This is an optimization exercise on Yosys and OpenROAD, whose aim is small area and a short achievable clock period, not a production implementation. Where RTL was checked, it was by simulation tests only, not by an equivalence proof against the original. The RTL of runs 7 and 8 was laid out without a check of its function. Power is estimated from default activity; no workload was simulated.

`flow/config.mk`:
```
export PLATFORM = sky130hd
export DESIGN_NAME = timer_top
export DESIGN_NICKNAME = timer_top
export VERILOG_FILES = /design/flow/design.v
export SDC_FILE = /design/flow/constraint.sdc
export NUM_CORES = 4
export LEC_CHECK = 0
export CAP_MARGIN = 20
export CORE_MARGIN = 2
export CORE_UTILIZATION = 40
export CTS_BUF_LIST = sky130_fd_sc_hd__clkbuf_8
export SETUP_SLACK_MARGIN = 2.3
export SLEW_MARGIN = 20
```
`flow/constraint.sdc`:
```
create_clock -name core_clock -period 5.0 [get_ports {sys_clk}]
set_input_delay 1.0000 -clock core_clock [delete_from_list [all_inputs] [get_ports {sys_clk}]]
set_output_delay 1.0000 -clock core_clock [all_outputs]
set_load 0.01 [all_outputs]
```
`flow/design.v`:
```
module timer_top
( input wire sys_clk,
  input wire sys_rst_n,
  input wire tim_pwrite,
  input wire tim_psel,
  input wire tim_penable,
  input wire [11:0] tim_paddr,
  input wire [31:0] tim_pwdata,
  input wire [3:0] tim_pstrb,
  input wire dbg_mode,
  output wire [31:0] tim_prdata,
  output wire tim_int,
  output wire tim_pready,
  output wire tim_pslverr
);
reg wait_state;
wire acc = tim_psel & tim_penable;
always @(posedge sys_clk)
  wait_state <= acc;
assign tim_pready = acc & wait_state;
reg [7:0] sel;
wire a_ok = (tim_paddr[11:5] == 7'd0) & (tim_paddr[1:0] == 2'd0);
always @(posedge sys_clk)
  sel <= {8{a_ok}} & (8'd1 << tim_paddr[4:2]);
wire s_tcr   = sel[0];
wire s_tdr0  = sel[1];
wire s_tdr1  = sel[2];
wire s_tcmp0 = sel[3];
wire s_tcmp1 = sel[4];
wire s_tier  = sel[5];
wire s_tisr  = sel[6];
wire s_thcsr = sel[7];
reg wr;
always @(posedge sys_clk or negedge sys_rst_n)
  if (!sys_rst_n) wr <= 1'b0;
  else            wr <= tim_psel & ~tim_pready & tim_pwrite;
wire [3:0] st = tim_pstrb;
wire [31:0] wd = tim_pwdata;
reg        timer_en, div_en, halt_req, int_en, int_st, timer_en_pre;
reg  [3:0] div_val;
reg  [7:0] p;
wire halt_ack = halt_req & dbg_mode;
wire err_cond = (timer_en & st[0] & (wd[1] != div_en)) |
                (timer_en & st[1] & (wd[11:8] != div_val)) |
                (st[1] & (wd[11:8] > 4'd8));
reg err_q;
always @(posedge sys_clk)
  err_q <= err_cond;
wire wr_tcr = wr & s_tcr & ~err_q;
assign tim_pslverr = err_q & s_tcr & wr;
always @(posedge sys_clk or negedge sys_rst_n) begin
  if (!sys_rst_n) begin
    timer_en <= 1'b0;
    div_en   <= 1'b0;
    div_val  <= 4'd1;
    halt_req <= 1'b0;
    int_en   <= 1'b0;
  end else begin
    if (wr_tcr & st[0]) begin
      timer_en <= wd[0];
      div_en   <= wd[1];
    end
    if (wr_tcr & st[1]) div_val <= wd[11:8];
    if (wr & s_tier & st[0])  int_en   <= wd[0];
    if (wr & s_thcsr & st[0]) halt_req <= wd[0];
  end
end
reg init;
always @(posedge sys_clk or negedge sys_rst_n)
  if (!sys_rst_n) init <= 1'b0;
  else            init <= 1'b1;
wire [31:0] wd_c = wd | {32{~init}};
reg [63:0] tcmp;
genvar b;
generate for (b = 0; b < 4; b = b + 1) begin : g_tcmp
  always @(posedge sys_clk) begin
    if (~init | (wr & s_tcmp0 & st[b])) tcmp[8*b+7:8*b]     <= wd_c[8*b+7:8*b];
    if (~init | (wr & s_tcmp1 & st[b])) tcmp[8*b+39:8*b+32] <= wd_c[8*b+7:8*b];
  end
end endgenerate
function [7:0] lim;
  input [3:0] d;
  case (d)
    4'd1: lim = 8'd1;
    4'd2: lim = 8'd3;
    4'd3: lim = 8'd7;
    4'd4: lim = 8'd15;
    4'd5: lim = 8'd31;
    4'd6: lim = 8'd63;
    4'd7: lim = 8'd127;
    4'd8: lim = 8'd255;
    default: lim = 8'd0;
  endcase
endfunction
reg ph;
wire p_rst = ~timer_en | ~div_en | ph;
wire [7:0] p_inc;
assign p_inc[0] = ~p[0];
genvar i;
generate for (i = 1; i < 8; i = i + 1) begin : g_pinc
  assign p_inc[i] = p[i] ^ (&p[i-1:0]);
end endgenerate
wire wen_dv = wr_tcr & st[1];
wire ph_nxt = halt_ack ? (wen_dv ? (p == lim(wd[11:8])) : ph)
            : p_rst    ? (lim(wen_dv ? wd[11:8] : div_val) == 8'd0)
            :            (p_inc == lim(div_val));
always @(posedge sys_clk) begin
  if (!halt_ack) p <= p_rst ? 8'd0 : p_inc;
  ph <= ph_nxt;
end
wire       te_nxt = (wr_tcr & st[0]) ? wd[0]    : timer_en;
wire       de_nxt = (wr_tcr & st[0]) ? wd[1]    : div_en;
wire [3:0] dv_nxt = (wr_tcr & st[1]) ? wd[11:8] : div_val;
reg tick0;
always @(posedge sys_clk or negedge sys_rst_n)
  if (!sys_rst_n) tick0 <= 1'b0;
  else            tick0 <= te_nxt & (~de_nxt | (dv_nxt == 4'd0));
wire cnt_en = ~halt_ack & (tick0 | (timer_en & ph));
always @(posedge sys_clk)
  timer_en_pre <= timer_en;
wire cnt_clr = timer_en_pre & ~timer_en;
wire wr_tdr0 = wr & s_tdr0;
wire wr_tdr1 = wr & s_tdr1;
wire inc = cnt_en & ~wr_tdr0 & ~wr_tdr1;
reg cnt_v;
always @(posedge sys_clk or negedge sys_rst_n)
  if (!sys_rst_n) cnt_v <= 1'b0;
  else            cnt_v <= ~cnt_clr;
reg [63:0] cnt_q;
wire [63:0] cnt = cnt_q & {64{cnt_v}};
wire [15:0] g4;
wire [15:0] gp;    
generate for (i = 0; i < 16; i = i + 1) begin : g_grp
  assign g4[i] = &cnt_q[4*i+3:4*i];
  if (i == 0) begin : g0
    assign gp[i] = 1'b1;
  end else begin : gn
    assign gp[i] = &g4[i-1:0];
  end
end endgenerate
wire [63:0] tog;
generate for (i = 0; i < 64; i = i + 1) begin : g_tog
  if (i % 4 == 0) begin : j0
    assign tog[i] = inc & gp[i/4];
  end else begin : jn
    assign tog[i] = inc & gp[i/4] & (&cnt_q[i-1:(i/4)*4]);
  end
end endgenerate
wire [63:0] cnt_inc = cnt_v ? (cnt_q ^ tog) : {63'd0, inc};
generate for (b = 0; b < 4; b = b + 1) begin : g_cnt
  always @(posedge sys_clk) begin
    cnt_q[8*b+7:8*b]     <= (wr_tdr0 & st[b]) ? wd[8*b+7:8*b] : cnt_inc[8*b+7:8*b];
    cnt_q[8*b+39:8*b+32] <= (wr_tdr1 & st[b]) ? wd[8*b+7:8*b] : cnt_inc[8*b+39:8*b+32];
  end
end endgenerate
wire int_set = init & (cnt_v ? (cnt_q == tcmp) : (tcmp == 64'd0));
wire int_clr_req = wr & s_tisr & st[0] & wd[0];
always @(posedge sys_clk or negedge sys_rst_n)
  if (!sys_rst_n) int_st <= 1'b0;
  else            int_st <= int_st ? ~int_clr_req : int_set;
assign tim_int = int_en & int_st;
reg rs_tdr0, rs_tdr1;
always @(posedge sys_clk) begin
  rs_tdr0 <= a_ok & (tim_paddr[4:2] == 3'd1) & ~cnt_clr;
  rs_tdr1 <= a_ok & (tim_paddr[4:2] == 3'd2) & ~cnt_clr;
end
assign tim_prdata =
    ({32{s_tcr}}   & {20'b0, div_val, 6'b0, div_en, timer_en}) |
    ({32{rs_tdr0}} & cnt_q[31:0]) |
    ({32{rs_tdr1}} & cnt_q[63:32]) |
    ({32{s_tcmp0}} & tcmp[31:0]) |
    ({32{s_tcmp1}} & tcmp[63:32]) |
    ({32{s_tier}}  & {31'b0, int_en}) |
    ({32{s_tisr}}  & {31'b0, int_st}) |
    ({32{s_thcsr}} & {30'b0, halt_ack, halt_req});
endmodule
```
`flow/flow/run.sh`:
```
#!/bin/bash
# Layout: the standard flow's synthesis script with its own ABC mapping script, then
# the standard flow for the remaining steps, with plain buffers on the
# ports. Each tool's output goes to a log file here.
set -euo pipefail
HERE=$(pwd)
export OWN_ABC_SCRIPT=$HERE/flow/abc_map.script
make -C $FLOW_HOME DESIGN_CONFIG=$FLOW_CONFIG WORK_HOME=$HERE/orfs CLKGATE_MAP_FILE= \
  SYNTH_SCRIPT=$HERE/flow/synth_own.tcl synth > $HERE/synth.log 2>&1
bash standard.sh "BUFFER_PORTS_ARGS=-buffer_cell sky130_fd_sc_hd__buf_2" finish > $HERE/standard.log 2>&1
```
`flow/flow/abc_map.script`:
```
&get -n
&st
&dch
&nf
&st
&syn2
&if -g -K 6
&synch2
&nf
&st
&syn2
&if -g -K 6
&synch2
&nf
&st
&syn2
&if -g -K 6
&synch2
&nf
&st
&syn2
&if -g -K 6
&synch2
&nf
&st
&syn2
&if -g -K 6
&synch2
&nf
&put
topo
stime -c
upsize -c
dnsize -c
```
`flow/flow/synth_own.tcl`:
```
# synth_recipe.tcl, with ABC's cell mapping run by flow/abc_map.script (ORFS's
# speed script without ABC's own buffering) and without the slow a222oi
# cell; the layout flow buffers and sizes.
proc synth {args} { yosys synth -nofsm -noshare {*}$args }
proc abc {args} {
  set i [lsearch -exact $args -script]
  if {$i >= 0} { lset args [expr {$i + 1}] $::env(OWN_ABC_SCRIPT) }
  lappend args -dont_use sky130_fd_sc_hd__a222oi_1
  yosys abc {*}$args
}
source $::env(SCRIPTS_DIR)/synth.tcl
# left out here: clear keep_hierarchy, flatten, clean up, hide names made inside functions, write 1_2_yosys.v
```
`flow/standard.sh`:
```
#!/bin/bash
# synth_recipe.tcl (not shown) runs the flow's synth.tcl, then flattens the netlist and writes it again
# the make line also repeats each setting of config.mk as NAME=value (left out here)
make -C /OpenROAD-flow-scripts/flow DESIGN_CONFIG=/design/flow/config.mk WORK_HOME=/design/flow/orfs CLKGATE_MAP_FILE= SYNTH_SCRIPT=/design/flow/synth_recipe.tcl "${@:-finish}"
```
==> results.ini, run 1 <==
[run_status]
status = finished clean

[yosys]
synth.top_cells.by_area = edfxtp_1 (24%), dfxtp_1 (17%), xnor2_1 (7.9%)
netlist-cell-type-count = 61
ys_seq_area_share_pct = 45.26
synth_top_flop_cell = dfxtp_1
yosys.area.top_type = edfxtp_1
synth.top_cell.area_share_pct = 24.44
synth_edf_count = 73
synth_nets = 1015
syn_inst = 944
synth_area_um2 = 8970
synth_warnings = 1
ys_ff_latch = 163
async_reset_ff_share_pct = 7.975
synth_area_per_cell_um2 = 9.502

[sta]
fmax_mhz = 378.6
drv_slew = 0
report.final.setup_viol = 0
tns_ns = 0
fin_crit_ns = 2.642
hold_viol = 0
rsz0062_at_grt = no
skew_ns = 0.01315
slew_headroom_pct = 43.07
worst_pin_slew_ns = 0.8487
fin_crit_sh_pct = 52.83

[clock_tree]
holdBufCountCts = 0
cts_buffer_depth = 2
clock_latency_ns = 0.48
path_clk_slew_ns = 0.10
cts-buffers-inserted = 17
cts.sinks = 163
h-tree-depth = 4
cts_tree = yes
root_buffer = clkbuf_8

[critical_path]
reg2reg_depth = 10
slowest_delay_ns = 0.20
path_cells = buf_2 -> and2_1 -> nand2_1 -> nand4_1 -> buf_2
end_kind = output pin
required_ns = 4.00
rrSetupSlack_ns = 2.48
worstPathMaxFanout = 4
rr_startpoint = p[0]$_SDFFCE_PN0P_
slowest_stage = and2_1
worstPathArrival_ns = 1.64
crit_type = primary input to output pin
cpMostUsedCell = buf_2
r2r-end = ph$_DFFE_PP_
worst_setup_path_start_kind = primary input

[final_layout]
fillers = 2167
layout.cells.non_filler = 1359
diodes = 0
area_growth_syn_to_layout_pct = 15.39
final-seq-area_um2 = 4075
layout-drive-gt1-share_pct = 15.01
multi_input_area_um2 = 4861
fin_nets = 1137

[place]
hpwlAfterDp_mm = 21.14
gp_congestion = 0.8741
io_buffers = 88
dpl.cell_count = 1318

[floorplan]
io_pins = 89
die_w_um = 153.8
die_h_um = 153.8
initial_core_util_pct = 40.98
core_area_um2 = 21890
dieArea_um2 = 23640
fp-row-count = 54

[power]
leakage_uw = 0.003741
peakVddDrop_v = 0.0001516
p_per_area_nw_per_um2 = 248.3

[global_route]
grt_overflow = 0
grt_usage_pct = 24.45
grt_pass1_vias = 7560
antenna_found_initial = 0
grt_pass1_wl_mm = 44.10
grt_max_degree = 42

[route]
ant_nets = 0
dr.pass1.iters = 5
wire_per_inst_um = 21.08
drt_iter0_markers = 597
routed_wl_mm = 28.65
num_vias = 7887
drc = 0
via_per_inst = 5.804

[flow_run]
maxCapViolations = 0

[hold_path]
min-delay-path-class = primary input to asynchronous set/reset pin

flip-flops by register name, indices dropped and copies added (netlist names):
signal / cells
timer_en_pre: 1
int_en: 1
timer_en: 1
halt_req: 1
ph: 1
int_st: 1
wr: 1
div_val: 4
tcmp: 64
cnt_q: 64
tick0: 1
rs_tdr1: 1
wait_state: 1
err_q: 1
sel: 8
init: 1
p: 8
cnt_v: 1
rs_tdr0: 1
div_en: 1
per-stage QoR:
step	total power [uW]	utilization [%]	worst slack [ns]	cell area (um^2)	hold WS, ns
2_1_floorplan	1506	-	2.292	8977	0.4797
3_3_place_gp	1575	44.83	1.899	9813	0.4985
3_5_place_dp	1577	44.83	1.849	9813	0.5025
4_1_cts	2578	46.91	2.281	10270	0.4173
5_1_grt	2641	47.28	2.313	10350	0.4282
6_report	2570	47.28	2.358	10350	0.4269
how the worst max path moves through the flow:
stage,start,end,slack [ns],depth (start not counted)
global placement,dbg_mode,cnt_q[18]$_DFF_P_,1.90,8
detailed placement,dbg_mode,cnt_q[37]$_DFF_P_,1.85,10
floorplan,dbg_mode,cnt_q[18]$_DFF_P_,2.29,7
global route,sel[3]$_DFF_P_,tim_prdata[25],2.31,5
finish,dbg_mode,tim_prdata[1],2.36,5
CTS,sel[3]$_DFF_P_,tim_prdata[11],2.28,4
cell type report:
cell class	count	area share (%)
clock buffers	17	2.261
flip-flops and latches	163	39.37
repair buffers	103	5.525
inverters	23	0.8583
clock inverters	15	1.632
well taps	280	3.385
multi-input cells	758	46.97
worst max-delay path: cells and delay by family:
kind                   cells  cell delay, ns
and+or+nand+nor            3            0.39
buffers and inverters      2            0.26
report_power, final:
group | switching, uW | total, uW | internal [uW]
Sequential | 21.0 | 1430 | 1410
Combinational | 74.1 | 114 | 39.8
Clock | 563 | 1020 | 459
Total | 659 | 2570 | 1910
cells by family after synthesis:
group / after synthesis / synth area share (%)
DFF: 163 / 45.26
xor gates and xnor gates: 126 / 12.30
other: 1 / 0.04181
and+or+nand+nor: 419 / 24.54
muxes: 6 / 0.7393
AOI/OAI and AO/OA: 189 / 13.78
adders and majority gates: 17 / 2.371
buffers and inverters: 23 / 0.9626
cell usage in the layout (no fill, tap or decap), types with 4 or more instances in the layout:
cell and instances:
buf_2 88, nand2b_1 39, inv_6 7, nor3b_1 4, xnor2_1 80, xor2_1 45, o21ai_1 6, o31ai_1 19
mux2_1 5, dfrtp_1 9, and3_1 20, nor3_1 33, nor4_1 35, or2_0 4, nor2b_1 5, nand3_1 29
nand4_1 26, dfxtp_1 75, a21oi_1 15, o21ai_0 58, a22oi_1 66, edfxtp_1 73, buf_4 11, clkinv_1 19
nor2_1 35, clkbuf_8 17, ha_1 17, clkinv_2 4, and2_0 9, nand2_1 153
cell usage after synthesis, types with 2 or more instances:
library cell / count
a211oi_1: 2
or3_1: 2
a2111oi_0: 2
and3_1: 20
nand3b_1: 3
o22ai_1: 2
nand2_1: 153
a31oi_1: 3
o21ai_1: 6
ha_1: 17
mux2_1: 5
nor3b_1: 4
a21oi_1: 15
and4_1: 4
a21o_1: 3
nand4_1: 26
o21ai_0: 58
and2_0: 10
xnor2_1: 81
xor2_1: 45
nor2_1: 35
dfxtp_1: 77
nor4_4: 3
nor4_1: 35
nand3_2: 3
nor3_1: 34
inv_2: 2
clkinv_1: 21
o31ai_1: 19
edfxtp_1: 73
dfrtp_1: 12
nand2b_1: 39
nor2b_1: 5
a22oi_1: 66
nand3_1: 30
or2_0: 4
what timing repair did:
action                     4_1_cts  5_1_grt
setup endpoints to repair       33       24
pin swaps                        1        1
resized for setup               11        8
setup buffers                    2        7
layer usage:
layer	wire (um)	global-route usage, %
met2	13400	39.01
met3	1954	4.340
met1	12600	33.21
met4	700	9.305
met5	0	0
==> run 2: changes to the inputs <==
--- a/flow/config.mk
+++ b/flow/config.mk
@@ -9,5 +9,5 @@
 export CORE_MARGIN = 2
 export CORE_UTILIZATION = 40
 export CTS_BUF_LIST = sky130_fd_sc_hd__clkbuf_8
-export SETUP_SLACK_MARGIN = 2.3
+export SETUP_SLACK_MARGIN = 2.4
 export SLEW_MARGIN = 20
==> run 2 against run 1 <==
Still clean. Power rose by 0.72%. Sequential power barely moved. Combinational power fell by 4%. Clock skew barely moved. Critical path type unchanged. Largest power group unchanged. Highest routed layer unchanged.
==> results.ini, run 2 <==
[yosys]
ys_seq_area_share_pct = 45.26
synth_top_flop_cell = dfxtp_1
synth_edf_count = 73
async_reset_ff_share_pct = 7.975
synth_common_cells = nand2_1 (153), xnor2_1 (81), dfxtp_1 (77)
netlist-cell-type-count = 61
ys_ff_latch = 163
synthMostInstantiatedCell = nand2_1
yosys.area.top_type = edfxtp_1
synth_area_um2 = 8970
synth_warnings = 1
synth.top_cell.area_share_pct = 24.44
syn_inst = 944
synth_area_per_cell_um2 = 9.502
synth.top_cells.by_area = edfxtp_1 (24%), dfxtp_1 (17%), xnor2_1 (7.9%)
synth_nets = 1015

[sta]
fin_crit_ns = 2.587
worst_pin_slew_ns = 1.050
tns_ns = 0
report.final.setup_viol = 0
fin_ws_ns = 2.413
drv_slew = 0
fmax_mhz = 386.5
hold_viol = 0
fin_crit_sh_pct = 51.75
slew_headroom_pct = 30.01
rsz0062_at_grt = yes
skew_ns = 0.01357

[floorplan]
core_area_um2 = 21890
initial_core_util_pct = 40.98
dieArea_um2 = 23640
die_h_um = 153.8
die_w_um = 153.8
fp-row-count = 54
io_pins = 89

[clock_tree]
cts_buffer_depth = 2
cts-buffers-inserted = 17
h-tree-depth = 4
cts_tree = yes
clock_latency_ns = 0.47
cts.sinks = 163
path_clk_slew_ns = 0.09
root_buffer = clkbuf_8

[route]
wire_per_inst_um = 21.33
drc = 0
dr.pass1.iters = 5
routed_wl_mm = 29.18
ant_nets = 0
via_per_inst = 5.893
num_vias = 8062
drt_iter0_markers = 654

[critical_path]
crit_type = primary input to output pin
required_ns = 4.00
rr_startpoint = p[0]$_SDFFCE_PN0P_
worst_setup_path_start_kind = primary input
worstPathArrival_ns = 1.59
reg2reg_depth = 10
rrSetupSlack_ns = 2.50
r2r-end = ph$_DFFE_PP_
end_kind = output pin
worstPathMaxFanout = 4

[place]
post-place-ws_ns = 1.995
gp_congestion = 0.9387
hpwlAfterDp_mm = 21.05
io_buffers = 88
dpl.cell_count = 1316

[global_route]
grt_overflow = 0
grt_usage_pct = 24.39
use_met2_pct = 38.39
antenna_found_initial = 2
met3_usage_pct = 4.510
grt_pass1_vias = 7658
grt_busiest_layer = met2
grt_max_degree = 37
grt_use_met1_pct = 33.61
grt_pass1_wl_mm = 44.56

[power]
peakVddDrop_v = 0.0001783
leakage_uw = 0.003799
p_per_area_nw_per_um2 = 247.6
power_uw = 2588

[final_layout]
final_cell_mix = nand2_1 (153), buf_2 (88), xnor2_1 (80)
layout-drive-gt1-share_pct = 15.81
fin_nets = 1146
top_regs = cnt_q x64, tcmp x64
layout_commonest_cell = nand2_1
area_growth_syn_to_layout_pct = 16.54
layout.cells.non_filler = 1368
fin_util_pct = 47.75
diodes = 0

[flow_run]
maxCapViolations = 0

[run_status]
status = finished clean

[hold_path]
min-delay-path-class = primary input to asynchronous set/reset pin

[run 2: worst max-delay path: stages]
cell	delay (ns)
buf_2	0.10
and2_4	0.16
nand2_1	0.06
nand4_1	0.10
buf_2	0.16
[run 2: kinds of logic (layout without fill, tap and decap cells)]
| logic type | Yosys count | in the layout | share of synthesized area (%) |
|---|---|---|---|
| buffers and inverters | 23 | 167 | 0.9626 |
| xor gates and xnor gates | 126 | 126 | 12.30 |
| DFF | 163 | 163 | 45.26 |
| adders and majority gates | 17 | 17 | 2.371 |
| and+or+nand+nor | 419 | 419 | 24.54 |
| other | 1 | 1 | 0.04181 |
| AOI/OAI and AO/OA | 189 | 189 | 13.78 |
| muxes | 6 | 6 | 0.7393 |
[run 2: worst max-delay path by stage]
| stage | start | to | slack, ns |
|---|---|---|---|
| after CTS | wr$_DFF_PN0_ | tim_pslverr | 2.40 |
| after global placement | dbg_mode | cnt_q[18]$_DFF_P_ | 2.05 |
| after floorplan | dbg_mode | cnt_q[18]$_DFF_P_ | 2.40 |
| after global routing | dbg_mode | tim_prdata[1] | 2.39 |
| after detailed placement | dbg_mode | cnt_q[37]$_DFF_P_ | 1.99 |
| final | dbg_mode | tim_prdata[1] | 2.41 |
[run 2: layout make-up]
| type | count | area (um^2) |
|---|---|---|
| multi-input cells | 758 | 4855 |
| inverters | 23 | 87.58 |
| fillers | 2141 | 11440 |
| clock buffers | 18 | 247.7 |
| repair buffers | 112 | 655.6 |
| well taps | 280 | 350.3 |
| flip-flops and latches | 163 | 4081 |
| clock inverters | 14 | 176.4 |
[run 2: power breakdown]
group / leakage, uW / internal, uW / switching, uW
Combinational: 0.00216 / 39.9 / 69.7
Clock: 0.000209 / 514 / 528
Sequential: 0.00143 / 1410 / 25.9
Total: 0.00380 / 1960 / 623
[run 2: repair_timing]
item                                   4_1_cts  5_1_grt
hold buffers                                 0        0
setup buffers                                8       12
setup endpoints to repair                   33       29
pin swaps                                    0        1
endpoints found under the hold margin        0        0
resized for setup                           13        7
[run 2: layer usage]
| layer | share of wire, % | wire length [um] |
|---|---|---|
| met4 | 2.9 | 836 |
| met1 | 43 | 12680 |
| met3 | 8.3 | 2420 |
| met5 | 0 | 0 |
| met2 | 45 | 13250 |
[run 2: through the flow]
| stage | hold WS (ns) | area [um^2] |
|---|---|---|
| 3_5_place_dp | 0.4876 | 9814 |
| 2_1_floorplan | 0.4797 | 8991 |
| 5_1_grt | 0.4131 | 10450 |
| 6_report | 0.4161 | 10450 |
| 3_3_place_gp | 0.4872 | 9814 |
| 4_1_cts | 0.4078 | 10350 |
==> run 3: changes to the inputs <==
--- a/flow/flow/run.sh
+++ b/flow/flow/run.sh
@@ -7,4 +7,4 @@
 export OWN_ABC_SCRIPT=$HERE/flow/abc_map.script
 make -C $FLOW_HOME DESIGN_CONFIG=$FLOW_CONFIG WORK_HOME=$HERE/orfs CLKGATE_MAP_FILE= \
   SYNTH_SCRIPT=$HERE/flow/synth_own.tcl synth > $HERE/synth.log 2>&1
-bash standard.sh "BUFFER_PORTS_ARGS=-buffer_cell sky130_fd_sc_hd__buf_2" finish > $HERE/standard.log 2>&1
+bash standard.sh "BUFFER_PORTS_ARGS=-buffer_cell sky130_fd_sc_hd__buf_1" finish > $HERE/standard.log 2>&1
--- a/flow/config.mk
+++ b/flow/config.mk
@@ -9,5 +9,6 @@
 export CORE_MARGIN = 2
 export CORE_UTILIZATION = 40
 export CTS_BUF_LIST = sky130_fd_sc_hd__clkbuf_8
+export CTS_CLUSTER_SIZE = 40
 export SETUP_SLACK_MARGIN = 2.4
 export SLEW_MARGIN = 20
==> run 3 against run 2 <==
Wire length rose by 1.6%. Die area did not move. Cell count barely moved. Global-route usage rose by 0.47 points. Sequential power barely moved. Sequential share of layout area rose by 0.28 points. Worst setup slack got worse by 0.0074 ns. Critical path depth rose by 2. Core utilization fell by 0.27 points. Synthesized area did not move.
==> results.ini, run 3 <==
[run_status]
status = finished clean

[yosys]
synth_nets = 1015
synthMostInstantiatedCell = nand2_1
synth_area_per_cell_um2 = 9.502
ys_seq_area_share_pct = 45.26
synth_area_um2 = 8970
netlist-cell-type-count = 61
synth_top_flop_cell = dfxtp_1
synth_warnings = 1
synth_edf_count = 73
yosys.area.top_type = edfxtp_1
synth.top_cells.by_area = edfxtp_1 (24%), dfxtp_1 (17%), xnor2_1 (7.9%)
synth.top_cell.area_share_pct = 24.44
syn_inst = 944
synth_common_cells = nand2_1 (153), xnor2_1 (81), dfxtp_1 (77)
ys_ff_latch = 163
async_reset_ff_share_pct = 7.975

[route]
ant_nets = 0
num_vias = 7987
drt_iter0_markers = 743
routed_wl_mm = 29.65
wire_per_inst_um = 21.69
dr.pass1.iters = 5
drc = 0
via_per_inst = 5.843

[final_layout]
diodes = 0
layout_commonest_cell = nand2_1
layout-drive-gt1-share_pct = 8.556
top_regs = cnt_q x64, tcmp x64
multi_input_area_um2 = 4888
fin_util_pct = 47.49
fin_nets = 1145
area_growth_syn_to_layout_pct = 15.89
final_cell_mix = nand2_1 (153), buf_1 (86), xnor2_1 (80)
fillers = 2162
final-seq-area_um2 = 4088

[power]
p_per_area_nw_per_um2 = 248.1
power_uw = 2579
leakage_uw = 0.003518
peakVddDrop_v = 0.0001898

[floorplan]
dieArea_um2 = 23640
fp-row-count = 54
core_area_um2 = 21890
io_pins = 89
initial_core_util_pct = 40.98
die_w_um = 153.8
die_h_um = 153.8

[place]
hpwlAfterDp_mm = 21.21
io_buffers = 88
gp_congestion = 0.9173

[clock_tree]
path_clk_slew_ns = 0.09
cts_buffer_depth = 2
cts_tree = yes
clock_latency_ns = 0.46
cts.sinks = 163
root_buffer = clkbuf_8
cts-buffers-inserted = 17
h-tree-depth = 4

[sta]
report.final.setup_viol = 0
tns_ns = 0
worst_pin_slew_ns = 0.8325
fin_crit_ns = 2.595
slew_headroom_pct = 44.16
fmax_mhz = 385.4
hold_viol = 0
rsz0062_at_grt = yes
drv_slew = 0
fin_crit_sh_pct = 51.90
skew_ns = 0.01561

[critical_path]
worst_setup_path_start_kind = primary input
crit_type = primary input to flip-flop
worstPathArrival_ns = 2.92
end_kind = flip-flop
required_ns = 5.33
worstPathMaxFanout = 10

[flow_run]
maxCapViolations = 0

[global_route]
antenna_found_initial = 0
grt_pass1_wl_mm = 45.19
grt_pass1_vias = 7720
grt_max_degree = 37
grt_usage_pct = 24.87
grt_overflow = 0

[hold_path]
min-delay-path-class = flip-flop to flip-flop

==> run 3: cell count changes in the layout (fill, tap and decap cells not counted), moves of 2 or more <==
| cell | change |
|---|---|
| buf_4 | -3 |
| clkinvlp_4 | -2 |
| a22oi_2 | +5 |
| buf_2 | -86 |
| a22oi_1 | -5 |
| clkinv_2 | +2 |
| buf_1 | +86 |
==> run 3: metal layers <==
metal | track usage (%) | vias up | share of wire (%)
met5 | 0 | - | 0
met3 | 4.622 | 40 | 6.8
met4 | 7.602 | 0 | 2.3
li1 | - | 3768 | -
met2 | 38.71 | 302 | 45
met1 | 35.21 | 3877 | 46
==> run 3: final timing paths <==
path / slack, ns / start / end / cells past startpoint
setup reg to reg: 2.55 / p[1]$_SDFFCE_PN0P_ / ph$_DFFE_PP_ / 10
hold reg to reg: 0.51 / timer_en_pre$_DFF_P_ / cnt_v$_DFF_PN0_ / 2
max in group asynchronous: 3.90 / sys_rst_n / div_val[1]$_DFF_PN0_ / 1
hold / removal: 0.51 / timer_en_pre$_DFF_P_ / cnt_v$_DFF_PN0_ / 2
min in group asynchronous: 0.57 / sys_rst_n / halt_req$_DFFE_PN0P_ / 1
setup / recovery: 2.41 / tim_pwdata[9] / ph$_DFFE_PP_ / 7
==> run 3: repair_timing <==
item | CTS | global route
endpoints found under the setup margin | 34 | 18
hold buffers | 0 | 0
gates resized for setup | 16 | 17
gates cloned | 0 | 1
buffers inserted | 11 | 6
pin swaps | 0 | 3
==> run 3: per-stage QoR <==
step / hold WS, ns / setup slack [ns] / std cells / instance area, um^2
CTS: 0.5157 / 2.390 / 1360 / 10280
global route: 0.5360 / 2.325 / 1367 / 10400
floorplan: 0.4797 / 2.405 / 944 / 8991
global placement: 0.4875 / 2.004 / 1317 / 9712
finish: 0.5133 / 2.405 / 1367 / 10400
detailed placement: 0.4938 / 1.970 / 1317 / 9712
==> run 3: logic make-up after synthesis <==
kind of cell / Yosys count / share of synthesized area [%]
and+or+nand+nor: 419 / 24.54
AOI/OAI and AO/OA: 189 / 13.78
DFF: 163 / 45.26
xor gates and xnor gates: 126 / 12.30
buffers and inverters: 23 / 0.9626
adders and majority gates: 17 / 2.371
muxes: 6 / 0.7393
other: 1 / 0.04181
==> run 3: worst max-delay path, stage by stage <==
cell and delay (ns):
buf_1 0.35, clkinv_1 0.30, nor3_1 0.37, and3_1 0.19, o21ai_0 0.11, a221oi_1 0.38, a311o_1 0.22
==> run 3: where the power goes <==
| group | switching (uW) | internal, uW | leakage [uW] |
|---|---|---|---|
| Clock | 536 | 502 | 0.000216 |
| Sequential | 22.7 | 1410 | 0.00143 |
| Combinational | 73.1 | 34.5 | 0.00187 |
| Total | 632 | 1950 | 0.00352 |
==> run 3: layout make-up <==
class / count / share of cell area, %
Clock buffer: 17 / 2.251
Clock inverter: 15 / 1.733
Inverter: 23 / 0.8426
Multi-Input combinational cell: 758 / 47.03
Sequential cell: 163 / 39.32
Tap cell: 280 / 3.370
Timing Repair Buffer: 111 / 5.453
==> run 4: changes to the inputs <==
--- a/flow/flow/run.sh
+++ b/flow/flow/run.sh
@@ -7,4 +7,4 @@
 export OWN_ABC_SCRIPT=$HERE/flow/abc_map.script
 make -C $FLOW_HOME DESIGN_CONFIG=$FLOW_CONFIG WORK_HOME=$HERE/orfs CLKGATE_MAP_FILE= \
   SYNTH_SCRIPT=$HERE/flow/synth_own.tcl synth > $HERE/synth.log 2>&1
-bash standard.sh "BUFFER_PORTS_ARGS=-buffer_cell sky130_fd_sc_hd__buf_1" finish > $HERE/standard.log 2>&1
+bash standard.sh "BUFFER_PORTS_ARGS=-buffer_cell sky130_fd_sc_hd__buf_2" finish > $HERE/standard.log 2>&1
--- a/flow/config.mk
+++ b/flow/config.mk
@@ -7,8 +7,7 @@
 export LEC_CHECK = 0
 export CAP_MARGIN = 20
 export CORE_MARGIN = 2
-export CORE_UTILIZATION = 40
+export CORE_UTILIZATION = 60
 export CTS_BUF_LIST = sky130_fd_sc_hd__clkbuf_8
-export CTS_CLUSTER_SIZE = 40
 export SETUP_SLACK_MARGIN = 2.4
 export SLEW_MARGIN = 20
==> run 4 against run 3 <==
Count of clock-buffer cells in the layout did not move. Via count rose by 2.2%. Register-to-register slack got worse by 0.07 ns. Non-clock buffer count shrank 1. Sequential share of layout area up 0.16 points. Core utilization grew 23 points. Synthesized cell count unchanged. Worst setup slack better by 0.018 ns. Global-route usage grew 9.6 points.
==> results.ini, run 4 <==
[run_status]
status = finished clean

[power]
leakage_uw = 0.003789
p_per_area_nw_per_um2 = 246.9
peakVddDrop_v = 0.0001986

[route]
via_per_inst = 6.428
dr.pass1.iters = 5
drt_iter0_markers = 826
num_vias = 8163
wire_per_inst_um = 21.37
ant_nets = 0
drc = 0
routed_wl_mm = 27.15

[clock_tree]
cts_tree = yes
path_clk_slew_ns = 0.10
root_buffer = clkbuf_8
cts_buffer_depth = 2
h-tree-depth = 4
clock_latency_ns = 0.47
cts-buffers-inserted = 17
cts.sinks = 163

[final_layout]
layout.cells.non_filler = 1270
final-seq-area_um2 = 4073
area_growth_syn_to_layout_pct = 15.00
fillers = 1197
layout-drive-gt1-share_pct = 15.93
fin_nets = 1144
multi_input_area_um2 = 4880
final_cell_mix = nand2_1 (153), buf_2 (88), xnor2_1 (80)
top_regs = cnt_q x64, tcmp x64
layout_commonest_cell = nand2_1
diodes = 0

[yosys]
ys_ff_latch = 163
synth.top_cell.area_share_pct = 24.44
ys_seq_area_share_pct = 45.26
synth_top_flop_cell = dfxtp_1
yosys.area.top_type = edfxtp_1
synth_nets = 1015
synth.top_cells.by_area = edfxtp_1 (24%), dfxtp_1 (17%), xnor2_1 (7.9%)
synth_area_per_cell_um2 = 9.502
async_reset_ff_share_pct = 7.975
synth_edf_count = 73
netlist-cell-type-count = 61
synthMostInstantiatedCell = nand2_1
syn_inst = 944
synth_warnings = 1
synth_common_cells = nand2_1 (153), xnor2_1 (81), dfxtp_1 (77)
synth_area_um2 = 8970

[global_route]
grt_pass1_wl_mm = 42.68
grt_usage_pct = 34.44
antenna_found_initial = 0
grt_max_degree = 37
grt_overflow = 0
grt_pass1_vias = 7707

[sta]
tns_ns = 0
drv_slew = 0
fin_crit_ns = 2.576
fmax_mhz = 388.2
hold_viol = 0
fin_ws_ns = 2.424
slew_headroom_pct = 44.96
skew_ns = 0.009513
worst_pin_slew_ns = 0.8205
rsz0062_at_grt = no
report.final.setup_viol = 0
fin_crit_sh_pct = 51.53

[place]
hpwlAfterDp_mm = 19.42
io_buffers = 88
dpl.cell_count = 1222
gp_congestion = 0.9346
post-place-ws_ns = 2.031

[flow_run]
maxCapViolations = 0

[critical_path]
crit_type = flip-flop to output pin
worst_setup_path_start_kind = flip-flop
worstPathMaxFanout = 32
required_ns = 4.00
worstPathArrival_ns = 1.58
end_kind = output pin

[floorplan]
die_w_um = 126.3
fp-row-count = 44
io_pins = 89
die_h_um = 126.3
initial_core_util_pct = 61.48
core_area_um2 = 14590
dieArea_um2 = 15940

[hold_path]
min-delay-path-class = primary input to asynchronous set/reset pin

## run 4: path summary, 6_finish.rpt
kind | endpoint | cells past startpoint | slack (ns) | from
max | tim_prdata[8] | 4 | 2.42 | rs_tdr0$_DFF_P_
min | div_val[2]$_DFF_PN0_ | 1 | 0.41 | sys_rst_n
max reg2reg | ph$_DFFE_PP_ | 10 | 2.48 | p[0]$_SDFFCE_PN0P_
min reg2reg | cnt_v$_DFF_PN0_ | 2 | 0.51 | timer_en_pre$_DFF_P_
max in group asynchronous | div_val[0]$_DFF_PN1_ | 1 | 4.30 | sys_rst_n
min in group core_clock | cnt_v$_DFF_PN0_ | 2 | 0.51 | timer_en_pre$_DFF_P_
## run 4: cell families (layout without fill, tap and decap cells)
| family | count (synthesis) | after routing | share of synthesized area [%] |
|---|---|---|---|
| AND/OR/NAND/NOR | 419 | 419 | 24.54 |
| XOR/XNOR | 126 | 126 | 12.30 |
| adder cells (fa/ha/maj) | 17 | 17 | 2.371 |
| flip-flops | 163 | 163 | 45.26 |
| AO/OA/AOI/OAI | 189 | 189 | 13.78 |
| buffers and inverters | 23 | 165 | 0.9626 |
| multiplexers | 6 | 6 | 0.7393 |
| other | 1 | 1 | 0.04181 |
## run 4: routing by layer
layer / global-route usage, % / vias to the layer above / share of wire, %
met5: 0 / - / 0
met4: 13.25 / 0 / 3.2
met3: 5.438 / 71 / 7.9
met2: 56.26 / 442 / 47
met1: 46.37 / 3883 / 42
li1: - / 3767 / -
## run 4: through the flow
stage	instance area [um^2]	power (uW)	hold WS, ns	utilization [%]
after floorplan	8991	1506	0.4797	-
after global placement	9707	1572	0.4898	66.54
after detailed placement	9707	1573	0.4900	66.54
after CTS	10180	2552	0.3914	69.80
after global routing	10310	2627	0.4083	70.70
final	10310	2547	0.4062	70.70
## run 4: critical path: stages (launching register included)
cell and delay [ns]:
dfxtp_1 0.33, buf_8 0.19, a22oi_1 0.27, nand3_1 0.14, buf_2 0.16
## run 4: repair_timing
item	CTS	global route
pin swaps	0	1
hold buffers	0	0
setup buffers	3	13
endpoints found under the setup margin	34	10
gates resized for setup	15	10
## run 4: where the power goes
part / switching [uW] / leakage (uW) / internal [uW]
clock network: 574 / 0.000210 / 427
logic: 68.9 / 0.00215 / 39.9
registers: 25.2 / 0.00143 / 1410
## run 4: cell type report
| type | instances | share of cell area (%) |
|---|---|---|
| multi-input cells | 758 | 47.31 |
| flip-flops and latches | 163 | 39.48 |
| repair buffers | 110 | 6.138 |
| clock buffers | 17 | 2.268 |
| well taps | 184 | 2.232 |
| clock inverters | 15 | 1.722 |
| inverters | 23 | 0.8491 |
==> run 5: changes to the inputs <==
==> flow/flow/abc_map.script (replaced) <==
&get -n
&st
&dch
&nf
&st
&syn2
&if -g -K 6
&synch2
&nf
&put
topo
stime -c
upsize -c
dnsize -c
==> run 5 against run 4 <==
Clock power down 5%. Via count grew 1.1%. Critical path type is now primary input to flip-flop. Fmax fell by 2.8%. Largest power group unchanged. Highest routed layer unchanged. Clock skew is 0.0021 ns higher.
==> results.ini, run 5 <==
[yosys]
synth_warnings = 1
synthMostInstantiatedCell = nand2_1
synth_common_cells = nand2_1 (156), dfxtp_1 (77), edfxtp_1 (73)
netlist-cell-type-count = 58
ys_ff_latch = 163
synth.top_cell.area_share_pct = 24.58
syn_inst = 945
yosys.area.top_type = edfxtp_1
synth_edf_count = 73
synth_area_um2 = 8920
async_reset_ff_share_pct = 7.975
ys_seq_area_share_pct = 45.52
synth_area_per_cell_um2 = 9.439
synth_nets = 1016
synth.top_cells.by_area = edfxtp_1 (25%), dfxtp_1 (17%), nand2_1 (6.6%)
synth_top_flop_cell = dfxtp_1

[route]
dr.pass1.iters = 6
wire_per_inst_um = 21.76
top_layer = met4
routed_wl_mm = 27.77
ant_nets = 0
num_vias = 8253
route.met2.wl_mm = 13.04
m1WireLength_mm = 10.82
drt_iter0_markers = 890
via_per_inst = 6.468
wl_met3_mm = 2.408
drc = 0

[clock_tree]
path_clk_slew_ns = 0.10
clock_latency_ns = 0.48
cts-buffers-inserted = 17
h-tree-depth = 4
cts_buffer_depth = 2
cts_tree = yes
root_buffer = clkbuf_8
cts.sinks = 163

[global_route]
grt_pass1_vias = 7837
grt_usage_pct = 34.90
antenna_found_initial = 0
grt_pass1_wl_mm = 42.66
grt_max_degree = 42
grt_overflow = 0

[sta]
rsz0062_at_grt = yes
worst_pin_slew_ns = 0.8438
report.final.setup_viol = 0
slew_headroom_pct = 42.96
fin_crit_ns = 2.652
fmax_mhz = 377.1
fin_crit_sh_pct = 53.04
tns_ns = 0
drv_slew = 0
skew_ns = 0.01158
hold_viol = 0

[final_layout]
fillers = 1169
final-seq-area_um2 = 4070
area_growth_syn_to_layout_pct = 16.96
top_regs = cnt_q x64, tcmp x64
fin_nets = 1150
layout-drive-gt1-share_pct = 17.22
layout_commonest_cell = nand2_1
multi_input_area_um2 = 4897
postLayoutCellArea_um2 = 10430
diodes = 0
final_cell_mix = nand2_1 (156), buf_2 (87), dfxtp_1 (76)

[flow_run]
maxCapViolations = 0

[place]
io_buffers = 88
gp_congestion = 0.9686
dpl_cell_area_um2 = 9724
hpwlAfterDp_mm = 20.03

[run_status]
status = finished clean

[critical_path]
end_kind = flip-flop
crit_type = primary input to flip-flop
worstPathArrival_ns = 3.03
worstPathMaxFanout = 6
required_ns = 5.38
worst_setup_path_start_kind = primary input

[hold_path]
min-delay-path-class = primary input to asynchronous set/reset pin

[power]
p_per_area_nw_per_um2 = 239.1
peakVddDrop_v = 0.0002130
leakage_uw = 0.003941

[floorplan]
core_area_um2 = 14530
die_h_um = 125.9
io_pins = 89
dieArea_um2 = 15860
fp-row-count = 44
die_w_um = 125.9
initial_core_util_pct = 61.37

[run 5: final cells by class]
| class | instances | share of cell area [%] |
|---|---|---|
| timing repair buffer | 115 | 6.872 |
| inverter | 37 | 1.331 |
| tap | 184 | 2.207 |
| multi-input combinational | 745 | 46.94 |
| sequential | 163 | 39.01 |
| clock inverter | 15 | 1.391 |
| clock buffer | 17 | 2.243 |
[run 5: report_power, final]
group          total, uW  internal (uW)  leakage [uW]  switching, uW
registers           1430           1410       0.00143           21.4
clock network        948            407      0.000198            541
logic                111           39.8       0.00231           71.7
[run 5: logic make-up (layout without fill, tap and decap cells)]
logic type	count (synthesis)	in the layout	share of synthesized area, %
simple gates	414	414	24.06
compound gates	193	193	14.48
flops	163	163	45.52
xor+xnor	111	111	10.90
buf+inv	37	184	1.557
fa+ha+maj	18	18	2.497
mux	8	8	0.9538
other cells	1	1	0.04204
[run 5: routing by layer]
metal | global-route usage (%) | up-vias
met5 | 0 | -
met4 | 16.87 | 0
met3 | 6.669 | 120
met2 | 57.05 | 467
met1 | 44.77 | 3896
li1 | - | 3770
[run 5: what timing repair did]
action	4_1_cts	5_1_grt
endpoints found under the hold margin	0	0
setup endpoints to repair	63	48
hold buffers	0	0
gates cloned	0	0
buffers inserted	14	7
pin swaps	5	5
gates resized for setup	22	16
[run 5: worst max-delay path, cell delays in order]
cell     delay [ns]
buf_6          0.09
and2_4         0.15
or4_4          0.53
or4_4          0.54
buf_6          0.17
nor2_4         0.07
ha_2           0.17
xnor2_1        0.08
o31ai_1        0.24
[run 5: worst paths after layout]
check | slack (ns) | startpoint | to | cells after the start
setup / recovery | 2.35 | dbg_mode | cnt_q[45]$_DFF_P_ | 9
setup reg to reg | 2.41 | sel[2]$_DFF_P_ | cnt_q[45]$_DFF_P_ | 8
hold reg to reg | 0.52 | int_en$_DFFE_PN0P_ | int_en$_DFFE_PN0P_ | 1
hold / removal | 0.40 | sys_rst_n | wr$_DFF_PN0_ | 1
max in group asynchronous | 4.31 | sys_rst_n | div_val[0]$_DFF_PN1_ | 1
min in group core_clock | 0.52 | int_en$_DFFE_PN0P_ | int_en$_DFFE_PN0P_ | 1
[run 5: stage by stage]
step / setup WS [ns] / hold WS [ns] / util (%) / power, uW / std cells
5_1_grt: 2.319 / 0.4088 / 71.78 / 2560 / 1276
2_1_floorplan: 2.054 / 0.4605 / - / 1503 / 945
3_5_place_dp: 1.793 / 0.5034 / 66.91 / 1571 / 1223
6_report: 2.348 / 0.4004 / 71.78 / 2494 / 1276
4_1_cts: 2.368 / 0.4023 / 70.98 / 2491 / 1269
3_3_place_gp: 1.837 / 0.4917 / 66.91 / 1569 / 1223
==> run 6: changes to the inputs <==
==> flow/flow/abc_map.script (replaced) <==
&get -n
&st
&dch
&nf
&put
topo
==> run 6 against run 5 <==
Cell count is 9.9% lower. Non-clock buffer count shrank 9. Combinational power shrank 5%. Synthesized cell count down 12%. Critical path type is now flip-flop to flip-flop. Via count fell by 6.9%. Clock skew hardly changed. Sequential share of layout area grew 2.0 points. Worst setup slack better by 0.049 ns. Hold slack better by 0.028 ns. Fmax grew 1.9%. Power fell by 1.1%.
==> results.ini, run 6 <==
[sta]
skew_ns = 0.01185
fin_crit_sh_pct = 52.06
holdWs_ns = 0.4288
fmax_mhz = 384.2
hold_viol = 0
slew_headroom_pct = 33.31
fin_ws_ns = 2.397
fin_crit_ns = 2.603
tns_ns = 0
worst_pin_slew_ns = 1.000
rsz0062_at_grt = yes
drv_slew = 0
report.final.setup_viol = 0

[clock_tree]
cts_tree = yes
holdBufCountCts = 0
cts_buffer_depth = 2
clock_latency_ns = 0.46
cts-buffers-inserted = 17
cts.sinks = 163
root_buffer = clkbuf_8
h-tree-depth = 4
path_clk_slew_ns = 0.08

[floorplan]
die_h_um = 123.2
core_area_um2 = 13880
dieArea_um2 = 15190
io_pins = 89
initial_core_util_pct = 61.47
die_w_um = 123.2
fp-row-count = 43

[yosys]
async_reset_ff_share_pct = 7.975
ys_ff_latch = 163
synthMostInstantiatedCell = nand2_1
synth_area_per_cell_um2 = 10.25
netlist-cell-type-count = 53
synth_nets = 903
synth_area_um2 = 8532
yosys.area.top_type = edfxtp_1
syn_inst = 832
synth_warnings = 1
synthAdderAreaFrac_pct = 2.493
synthMuxAreaShare_pct = 1.129
synth_top_flop_cell = dfxtp_1
synth_xor_xnor_area_share_pct = 10.54
synth-simple-area-share_pct = 21.32
ys_seq_area_share_pct = 47.59
synth_compound_area_share_pct = 16.53
synth.top_cell.area_share_pct = 25.69
synth_edf_count = 73
synth_common_cells = nand2_1 (84), dfxtp_1 (77), xnor2_1 (77)
synth.top_cells.by_area = edfxtp_1 (26%), dfxtp_1 (18%), xnor2_1 (7.9%)
synth_top_family_by_area = simple AND/OR/NAND/NOR gates

[global_route]
grt_overflow = 0
grt_pass1_wl_mm = 38.88
antenna_found_initial = 0
grt_usage_pct = 34.25
grt_max_degree = 37
grt_pass1_vias = 7351

[route]
dr.pass1.iters = 6
num_vias = 7682
drc = 0
drt_iter0_markers = 794
routed_wl_mm = 25.36
wire_per_inst_um = 22.05
ant_nets = 0
via_per_inst = 6.680

[critical_path]
rrSetupSlack_ns = 2.40
worstPathArrival_ns = 2.94
cp_top_family = simple AND/OR/NAND/NOR gates
slowest_delay_ns = 0.52
worstPathMaxFanout = 9
worst_setup_path_start_kind = flip-flop
crit_type = flip-flop to flip-flop
cpMostUsedCell = or3_1
required_ns = 5.33
path_cells = nand4_1 -> or3_1 -> or3_1 -> nor2_4 -> and2_4 -> ha_4 -> xnor2_1 -> o21ai_0
end_kind = flip-flop
crit_buf_inv = 0
slowest_stage = or3_1

[final_layout]
layout_commonest_cell = buf_2
diodes = 0
area_growth_syn_to_layout_pct = 16.54
layout-drive-gt1-share_pct = 16.70
top_regs = cnt_q x64, tcmp x64
final_cell_mix = buf_2 (87), nand2_1 (83), xnor2_1 (77)
fin_nets = 1028

[place]
io_buffers = 88
post-place-ws_ns = 1.768
gp_congestion = 0.9189
hpwlAfterDp_mm = 18.10

[run_status]
status = finished clean

[power]
p_per_area_nw_per_um2 = 248.0
leakage_uw = 0.003761
peakVddDrop_v = 0.0002314

[hold_path]
min-delay-path-class = primary input to asynchronous set/reset pin

[flow_run]
maxCapViolations = 0

==> run 6: cell count changes in the layout (fill, tap and decap cells not counted), moves of 12 or more <==
cell / change
o21ai_1: -12
nand2_1: -73
clkinv_1: -29
a22o_1: +23
xor2_1: -29
xnor2_1: +19
nand4_1: +28
==> run 6: final timing paths <==
| check | end | cells after the start | startpoint |
|---|---|---|---|
| worst max-delay path | cnt_q[57]$_DFF_P_ | 8 | cnt_q[35]$_DFF_P_ |
| worst min-delay path | int_en$_DFFE_PN0P_ | 1 | sys_rst_n |
| worst max register to register | cnt_q[57]$_DFF_P_ | 8 | cnt_q[35]$_DFF_P_ |
| worst min register to register | cnt_v$_DFF_PN0_ | 2 | timer_en_pre$_DFF_P_ |
| max in group asynchronous | div_val[0]$_DFF_PN1_ | 1 | sys_rst_n |
| min in group core_clock | cnt_v$_DFF_PN0_ | 2 | timer_en_pre$_DFF_P_ |
==> run 6: logic make-up after synthesis <==
family / after synthesis
xor gates and xnor gates: 101
and+or+nand+nor: 339
other: 1
DFF: 163
muxes: 9
buffers and inverters: 8
adders and majority gates: 17
AOI/OAI and AO/OA: 194
==> run 6: final cells by class <==
cell class | instances | area (um^2)
sequential | 163 | 4078
timing repair buffer | 106 | 670.6
inverter | 8 | 30.03
fill | 1052 | 3938
clock inverter | 14 | 125.1
clock buffer | 18 | 247.7
multi-input combinational | 661 | 4567
tap | 180 | 225.2
==> run 6: through the flow <==
stage	total power (uW)	cell area, um^2	utilization [%]	std cells
finish	2466	9943	71.63	1150
CTS	2465	9859	71.03	1149
global placement	1565	9295	66.96	1105
detailed placement	1570	9295	66.96	1105
floorplan	1506	8592	-	832
global route	2534	9943	71.63	1150
==> run 6: where the power goes <==
| group | total [uW] | switching (uW) | internal (uW) |
|---|---|---|---|
| Clock | 924 | 478 | 446 |
| Combinational | 105 | 63.6 | 40.9 |
| Sequential | 1440 | 25.2 | 1410 |
| Total | 2470 | 566 | 1900 |
==> run 6: routing by layer <==
layer	wire length, um	global-route usage [%]	up-vias
met5	0	3.472	-
li1	-	-	3483
met2	12330	56.39	401
met4	1147	18.04	0
met3	1971	7.749	89
met1	9908	41.64	3709
==> run 6: repair_timing <==
action | in CTS | in global routing
gates cloned | 2 | 0
setup endpoints to repair | 38 | 44
pin swaps | 6 | 5
buffers inserted | 10 | 1
gates resized for setup | 15 | 21
==> run 7: changes to the inputs <==
--- a/flow/design.v
+++ b/flow/design.v
@@ -92,7 +92,7 @@
     default: lim = 8'd0;
   endcase
 endfunction
-reg ph;
+wire ph = (p == lim(div_val));
 wire p_rst = ~timer_en | ~div_en | ph;
 wire [7:0] p_inc;
 assign p_inc[0] = ~p[0];
@@ -100,13 +100,8 @@
 generate for (i = 1; i < 8; i = i + 1) begin : g_pinc
   assign p_inc[i] = p[i] ^ (&p[i-1:0]);
 end endgenerate
-wire wen_dv = wr_tcr & st[1];
-wire ph_nxt = halt_ack ? (wen_dv ? (p == lim(wd[11:8])) : ph)
-            : p_rst    ? (lim(wen_dv ? wd[11:8] : div_val) == 8'd0)
-            :            (p_inc == lim(div_val));
 always @(posedge sys_clk) begin
   if (!halt_ack) p <= p_rst ? 8'd0 : p_inc;
-  ph <= ph_nxt;
 end
 wire       te_nxt = (wr_tcr & st[0]) ? wd[0]    : timer_en;
 wire       de_nxt = (wr_tcr & st[0]) ? wd[1]    : div_en;
==> flow/flow/abc_map.script (replaced) <==
&get -n
&st
&dch
&nf
&st
&syn2
&if -g -K 6
&synch2
&nf
&st
&syn2
&if -g -K 6
&synch2
&nf
&st
&syn2
&if -g -K 6
&synch2
&nf
&st
&syn2
&if -g -K 6
&synch2
&nf
&st
&syn2
&if -g -K 6
&synch2
&nf
&put
topo
stime -c
upsize -c
dnsize -c
--- a/flow/config.mk
+++ b/flow/config.mk
@@ -7,7 +7,7 @@
 export LEC_CHECK = 0
 export CAP_MARGIN = 20
 export CORE_MARGIN = 2
-export CORE_UTILIZATION = 60
+export CORE_UTILIZATION = 40
 export CTS_BUF_LIST = sky130_fd_sc_hd__clkbuf_8
 export SETUP_SLACK_MARGIN = 2.4
 export SLEW_MARGIN = 20
==> run 7 against run 6 <==
Still clean on timing, DRC and antenna. Synthesized cell count increased by 5.6%. Flip-flop and latch count decreased by 1. Worst setup slack got worse by 0.23 ns. Via count increased by 1.9%. Cell count increased by 16%. Global-route usage decreased by 7.3 points. Combinational power decreased by 5%. Clock power decreased by 1%. First-iteration DRC count increased by 21%. Hold slack got worse by 0.016 ns. Die area increased by 50%. Largest power group unchanged.
==> results.ini, run 7 <==
[yosys]
synthAdderAreaFrac_pct = 1.742
syn_inst = 879
synth_edf_count = 72
synth.top_cells.by_area = edfxtp_1 (25%), dfxtp_1 (18%), xnor2_1 (9.1%)
synth_top_family_by_area = simple AND/OR/NAND/NOR gates
async_reset_ff_share_pct = 8.025
yosys.area.top_type = edfxtp_1
synthMostInstantiatedCell = nand2_1
synth_common_cells = nand2_1 (146), xnor2_1 (90), dfxtp_1 (77)
synth_xor_xnor_area_share_pct = 13.31
synth_top_flop_cell = dfxtp_1
synth_nets = 945
synth_compound_area_share_pct = 12.54
synth_area_um2 = 8620
netlist-cell-type-count = 51
ys_ff_latch = 162
synth_area_per_cell_um2 = 9.806
ys_seq_area_share_pct = 46.76
synthMuxAreaShare_pct = 1.045
synth_warnings = 1
synth.top_cell.area_share_pct = 25.08
synth-simple-area-share_pct = 23.99

[power]
peakVddDrop_v = 0.0001636
p_per_area_nw_per_um2 = 223.5
leakage_uw = 0.004028

[global_route]
use_met2_pct = 40.80
met3_usage_pct = 5.331
grt_max_degree = 37
grt_pass1_wl_mm = 45.28
grt_overflow = 0
grt_use_met1_pct = 37.77
antenna_found_initial = 0
grt_busiest_layer = met2
grt_pass1_vias = 7599
grt_usage_pct = 26.94

[final_layout]
top_regs = cnt_q x64, tcmp x64
final_cell_mix = nand2_1 (145), xnor2_1 (89), buf_2 (87)
area_growth_syn_to_layout_pct = 26.75
layout_commonest_cell = nand2_1
fin_nets = 1115
layout-drive-gt1-share_pct = 25.05
fillers = 1982

[critical_path]
end_kind = flip-flop
rrSetupSlack_ns = 2.16
worstPathArrival_ns = 3.22
crit_type = flip-flop to flip-flop
worst_setup_path_start_kind = flip-flop
slowest_stage = or4b_4
worstPathMaxFanout = 6
r2r-end = cnt_q[61]$_DFF_P_
path_cells = or4b_4 -> a21oi_1 -> a221o_1 -> nor4_4 -> buf_4 -> a41oi_4 -> buf_6 -> nor2_4 -> and3_4 -> ha_4 -> xnor2_1 -> o31ai_1
rr_startpoint = div_val[2]$_DFF_PN0_
required_ns = 5.38
reg2reg_depth = 12
slowest_delay_ns = 0.56
cp_top_family = compound AO/OA/AOI/OAI gates
crit_buf_inv = 2

[sta]
slew_headroom_pct = 27.58
fmax_mhz = 352.4
skew_ns = 0.01585
rsz0062_at_grt = yes
fin_crit_ns = 2.837
report.final.setup_viol = 0
fin_crit_sh_pct = 56.75
drv_slew = 0
tns_ns = 0
hold_viol = 0
fin_ws_ns = 2.163
worst_pin_slew_ns = 1.086

[clock_tree]
cts_buffer_depth = 2
clock_latency_ns = 0.47
path_clk_slew_ns = 0.09
cts_tree = yes
cts-buffers-inserted = 17
cts.sinks = 162
root_buffer = clkbuf_8
h-tree-depth = 4

[floorplan]
core_area_um2 = 21090
fp-row-count = 53
die_h_um = 150.8
die_w_um = 150.8
initial_core_util_pct = 40.87
dieArea_um2 = 22740
io_pins = 89

[place]
post-place-ws_ns = 1.392
io_buffers = 88
hpwlAfterDp_mm = 20.19
gp_congestion = 0.9652

[route]
dr.pass1.iters = 5
num_vias = 7831
wire_per_inst_um = 22.24
via_per_inst = 5.853
drt_iter0_markers = 960
routed_wl_mm = 29.76
drc = 0
ant_nets = 0

[hold_path]
min-delay-path-class = primary input to asynchronous set/reset pin

[flow_run]
maxCapViolations = 0

[run_status]
status = finished clean

[run 7: cell types whose count changed after synthesis, sizes merged, moves of 13 or more]
cell | previous run | this run
nand2 | 84 | 146
a22o | 25 | 1
nand4 | 48 | 32
xnor2 | 77 | 90
xor2 | 23 | 41
nand3 | 21 | 35
o21ai | 35 | 61
[run 7: power by group]
group / switching (uW) / internal, uW / leakage, uW
logic: 62.6 / 37.5 / 0.00244
registers: 27.0 / 1400 / 0.00141
clock network: 511 / 402 / 0.000173
[run 7: stage by stage]
| step | hold WS (ns) | utilization (%) | instances | total power (uW) | cell area [um^2] |
|---|---|---|---|---|---|
| floorplan | 0.4728 | - | 879 | 1489 | 8678 |
| global placement | 0.4923 | 45.13 | 1249 | 1556 | 9518 |
| detailed placement | 0.5012 | 45.13 | 1249 | 1557 | 9518 |
| CTS | 0.4106 | 50.38 | 1326 | 2449 | 10620 |
| global route | 0.4218 | 51.80 | 1337 | 2512 | 10920 |
| finish | 0.4129 | 51.81 | 1338 | 2442 | 10930 |
[run 7: cell type report]
class / instances / area (um^2) / share of cell area [%]
clock buffer: 18 / 247.7 / 2.268
inverter: 13 / 48.80 / 0.4466
multi-input combinational: 704 / 4985 / 45.63
timing repair buffer: 151 / 1129 / 10.33
tap: 275 / 344.1 / 3.149
antenna: 1 / 2.502 / 0.02290
clock inverter: 14 / 117.6 / 1.076
sequential: 162 / 4051 / 37.08
[run 7: cell families (layout without fill, tap and decap cells)]
kind of cell    count (synthesis)  after routing
mux                             8              8
fa+ha+maj                      12             12
xor+xnor                      131            131
compound gates                161            161
flops                         162            162
buf+inv                        13            196
other cells                     1              2
simple gates                  391            391
[run 7: per-layer routing]
metal | vias up | wire length [um]
met5 | - | 0
met4 | 0 | 915
met3 | 63 | 2426
met2 | 368 | 13460
met1 | 3786 | 12950
li1 | 3614 | -
[run 7: how the worst max path moves through the flow]
stage	startpoint	to	slack, ns	cells past startpoint
after global placement	dbg_mode	cnt_q[60]$_DFF_P_	1.46	11
after floorplan	dbg_mode	cnt_q[60]$_DFF_P_	1.82	10
final	div_val[2]$_DFF_PN0_	cnt_q[61]$_DFF_P_	2.16	12
after CTS	div_val[1]$_DFF_PN0_	cnt_q[0]$_DFF_P_	2.16	11
after global routing	div_val[2]$_DFF_PN0_	cnt_q[61]$_DFF_P_	2.05	12
after detailed placement	dbg_mode	cnt_q[60]$_DFF_P_	1.39	11
[run 7: worst reg2reg max path, cell delays in order, from the launching register on]
cell and delay [ns]:
dfrtp_2 0.46, or4b_4 0.56, a21oi_1 0.16, a221o_1 0.18
nor4_4 0.07, buf_4 0.15, a41oi_4 0.36, buf_6 0.19
nor2_4 0.04, and3_4 0.15, ha_4 0.15, xnor2_1 0.12
o31ai_1 0.17
[run 7: what timing repair did]
item                       in CTS  in global routing
setup endpoints to repair      96                 88
buffers inserted               42                 11
pin swaps                      29                 22
hold endpoints to repair        0                  0
gates cloned                    3                  0
hold buffers                    0                  0
resized for setup              78                 46
==> run 8: changes to the inputs <==
--- a/flow/config.mk
+++ b/flow/config.mk
@@ -9,5 +9,5 @@
 export CORE_MARGIN = 2
 export CORE_UTILIZATION = 40
 export CTS_BUF_LIST = sky130_fd_sc_hd__clkbuf_8
-export SETUP_SLACK_MARGIN = 2.4
+export SETUP_SLACK_MARGIN = 2.2
 export SLEW_MARGIN = 20
==> run 8 against run 7 <==
Clock power increased by 11%. Global-route usage decreased by 1.2 points. Synthesized area unchanged. Sequential power about the same. Synthesized cell count unchanged. Non-clock buffer count decreased by 6. Cell count decreased by 0.52%. Cell area decreased by 1.5%. Hold slack got worse by 0.012 ns. Wire length decreased by 2.7%. Sequential share of layout area increased by 0.51 points. Critical endpoint is now cnt_q[21]$_DFF_P_. Largest power group unchanged.
==> results.ini, run 8 <==
[run_status]
status = finished clean

[yosys]
synth.top_cell.area_share_pct = 25.08
ys_ff_latch = 162
synth_compound_area_share_pct = 12.54
synthAdderAreaFrac_pct = 1.742
yosys.area.top_type = edfxtp_1
synth_common_cells = nand2_1 (146), xnor2_1 (90), dfxtp_1 (77)
netlist-cell-type-count = 51
async_reset_ff_share_pct = 8.025
synth_top_family_by_area = simple AND/OR/NAND/NOR gates
synthMuxAreaShare_pct = 1.045
synth_top_flop_cell = dfxtp_1
synth.top_cells.by_area = edfxtp_1 (25%), dfxtp_1 (18%), xnor2_1 (9.1%)
synth_edf_count = 72
ys_seq_area_share_pct = 46.76
synth_area_per_cell_um2 = 9.806
synth-simple-area-share_pct = 23.99
synth_warnings = 1
synthMostInstantiatedCell = nand2_1
synth_xor_xnor_area_share_pct = 13.31
syn_inst = 879
synth_area_um2 = 8620
synth_nets = 945

[route]
drt_iter0_markers = 809
dr.pass1.iters = 7
drc = 0
num_vias = 7771
routed_wl_mm = 28.97
ant_nets = 0
via_per_inst = 5.838
wire_per_inst_um = 21.76

[global_route]
grt_pass1_wl_mm = 43.53
grt_pass1_vias = 7436
grt_max_degree = 37
grt_usage_pct = 25.78
antenna_found_initial = 0
grt_overflow = 0

[sta]
fin_crit_ns = 2.927
report.final.setup_viol = 0
slew_headroom_pct = 37.25
fmax_mhz = 341.7
rsz0062_at_grt = yes
skew_ns = 0.01187
worst_pin_slew_ns = 0.9412
hold_viol = 0
fin_crit_sh_pct = 58.54
drv_slew = 0
tns_ns = 0
fin_ws_ns = 2.073

[power]
leakage_uw = 0.004061
peakVddDrop_v = 0.0001661
p_per_area_nw_per_um2 = 235.5

[final_layout]
area_growth_syn_to_layout_pct = 24.91
top_regs = cnt_q x64, tcmp x64
diodes = 0
fin_nets = 1109
fin_util_pct = 51.06
multi_input_area_um2 = 4921
layout-drive-gt1-share_pct = 23.86
layout_commonest_cell = nand2_1
final-seq-area_um2 = 4048
fillers = 1995
final_cell_mix = nand2_1 (145), xnor2_1 (89), buf_2 (88)

[critical_path]
rr_startpoint = div_val[2]$_DFF_PN0_
required_ns = 5.39
crit_type = flip-flop to flip-flop
end_kind = flip-flop
rrSetupSlack_ns = 2.07
worst_setup_path_start_kind = flip-flop
worstPathMaxFanout = 6
r2r-end = cnt_q[21]$_DFF_P_
reg2reg_depth = 14
worstPathArrival_ns = 3.32

[place]
gp_congestion = 0.9473
hpwlAfterDp_mm = 20.24
io_buffers = 88
post-place-ws_ns = 1.442

[clock_tree]
root_buffer = clkbuf_8
clock_latency_ns = 0.49
cts.sinks = 162
cts_tree = yes
h-tree-depth = 4
cts-buffers-inserted = 17
holdBufCountCts = 0
cts_buffer_depth = 2
path_clk_slew_ns = 0.10

[floorplan]
dieArea_um2 = 22740
fp-row-count = 53
core_area_um2 = 21090
io_pins = 89
initial_core_util_pct = 40.87
die_w_um = 150.8
die_h_um = 150.8

[hold_path]
min-delay-path-class = primary input to asynchronous set/reset pin

[flow_run]
maxCapViolations = 0

[run 8: cell count changes in the layout (fill, tap and decap cells not counted), moves of 4 or more]
| cell | change |
|---|---|
| a22oi_1 | +12 |
| buf_6 | +5 |
| o21ai_1 | -11 |
| nor3_1 | -4 |
| inv_4 | +4 |
| buf_12 | -4 |
| buf_4 | -4 |
| o21ai_0 | +11 |
| nor3_2 | +5 |
| clkinvlp_4 | -6 |
| buf_8 | -4 |
| a22oi_2 | -12 |
[run 8: power breakdown]
| part | leakage [uW] | internal [uW] | total [uW] | switching, uW |
|---|---|---|---|---|
| logic | 0.00244 | 38.3 | 102 | 63.5 |
| registers | 0.00142 | 1400 | 1430 | 24.8 |
| clock network | 0.000210 | 464 | 1010 | 543 |
| total | 0.00406 | 1900 | 2540 | 631 |
[run 8: logic make-up (layout without fill, tap and decap cells)]
group,after synthesis,after routing
multiplexers,8,8
buffers and inverters,13,190
flip-flops,162,162
AND/OR/NAND/NOR,391,391
adder cells (fa/ha/maj),12,12
AO/OA/AOI/OAI,161,161
other,1,1
XOR/XNOR,131,131
[run 8: layout make-up]
cell class                      count  area share, %
Clock buffer                       18          2.301
Inverter                           13         0.4532
Sequential cell                   162          37.59
Clock inverter                     14          1.371
Tap cell                          275          3.196
Timing Repair Buffer              145          9.378
Multi-Input combinational cell    704          45.71
[run 8: critical path: stages (launching register included)]
cell      delay, ns
dfrtp_2        0.44
buf_4          0.15
buf_6          0.12
nand2b_1       0.13
a221o_1        0.36
nor4_4         0.32
buf_4          0.15
a41o_1         0.22
buf_12         0.14
nand3_4        0.11
buf_4          0.17
nor2_2         0.09
ha_2           0.18
xnor2_1        0.06
o31ai_1        0.19
[run 8: per-stage QoR]
step	instances	cell area [um^2]	power [uW]	hold WS, ns
global route	1331	10770	2618	0.3980
global placement	1251	9523	1556	0.4930
finish	1331	10770	2536	0.4008
CTS	1310	10340	2538	0.4008
detailed placement	1251	9523	1556	0.5032
floorplan	879	8670	1489	0.4728
[run 8: worst max-delay path by stage]
stage	start	endpoint	slack, ns
after CTS	div_val[2]$_DFF_PN0_	cnt_q[53]$_DFF_P_	2.11
after global routing	cnt_q[20]$_DFF_P_	cnt_q[45]$_DFF_P_	1.99
after detailed placement	dbg_mode	cnt_q[61]$_DFF_P_	1.44
after floorplan	dbg_mode	cnt_q[60]$_DFF_P_	1.82
final	div_val[2]$_DFF_PN0_	cnt_q[21]$_DFF_P_	2.07
after global placement	dbg_mode	cnt_q[61]$_DFF_P_	1.49
[run 8: timing repair]
action / CTS / global route
setup endpoints to repair: 82 / 60
gates resized for setup: 40 / 60
pin swaps: 18 / 31
setup buffers: 26 / 19
cloned: 1 / 2
[run 8: routing by layer]
layer / up-vias / GRT usage [%] / part of all wire, %
met4: 0 / 9.720 / 3.1
met1: 3738 / 36.93 / 44
met5: - / 0 / 0
li1: 3603 / - / -
met3: 76 / 4.548 / 7.7
met2: 354 / 38.93 / 45

-- static timing again, ports no longer ideal --
No port has a modelled driver above. Below, the same layouts with a new extraction and two added sets of constraints.
Step 1, drivers: a clkbuf_16 drives sys_clk and a buf_2 each remaining input, both assumed.
Step 2 times the ports against the registers' clock, not the clock port: input delays grow and output delays shrink by t, the midpoint of the rising clock arrivals with the driver on.
a / b / c = ideal ports / drivers / drivers and shift; a / b = the first two.
run	t, ns	setup slack, ns
run 1	0.518	2.358 / 2.325 / 1.972
run 2	0.504	2.413 / 2.392 / 2.037
run 3	0.499	2.405 / 2.411 / 1.924
run 4	0.508	2.424 / 2.384 / 2.048
run 5	0.512	2.348 / 2.357 / 1.845
run 6	0.493	2.397 / 2.364 / 2.116
run 7	0.503	2.163 / 2.163 / 1.797
run 8	0.521	2.073 / 2.073 / 1.716
After both steps every run listed still meets setup and hold.
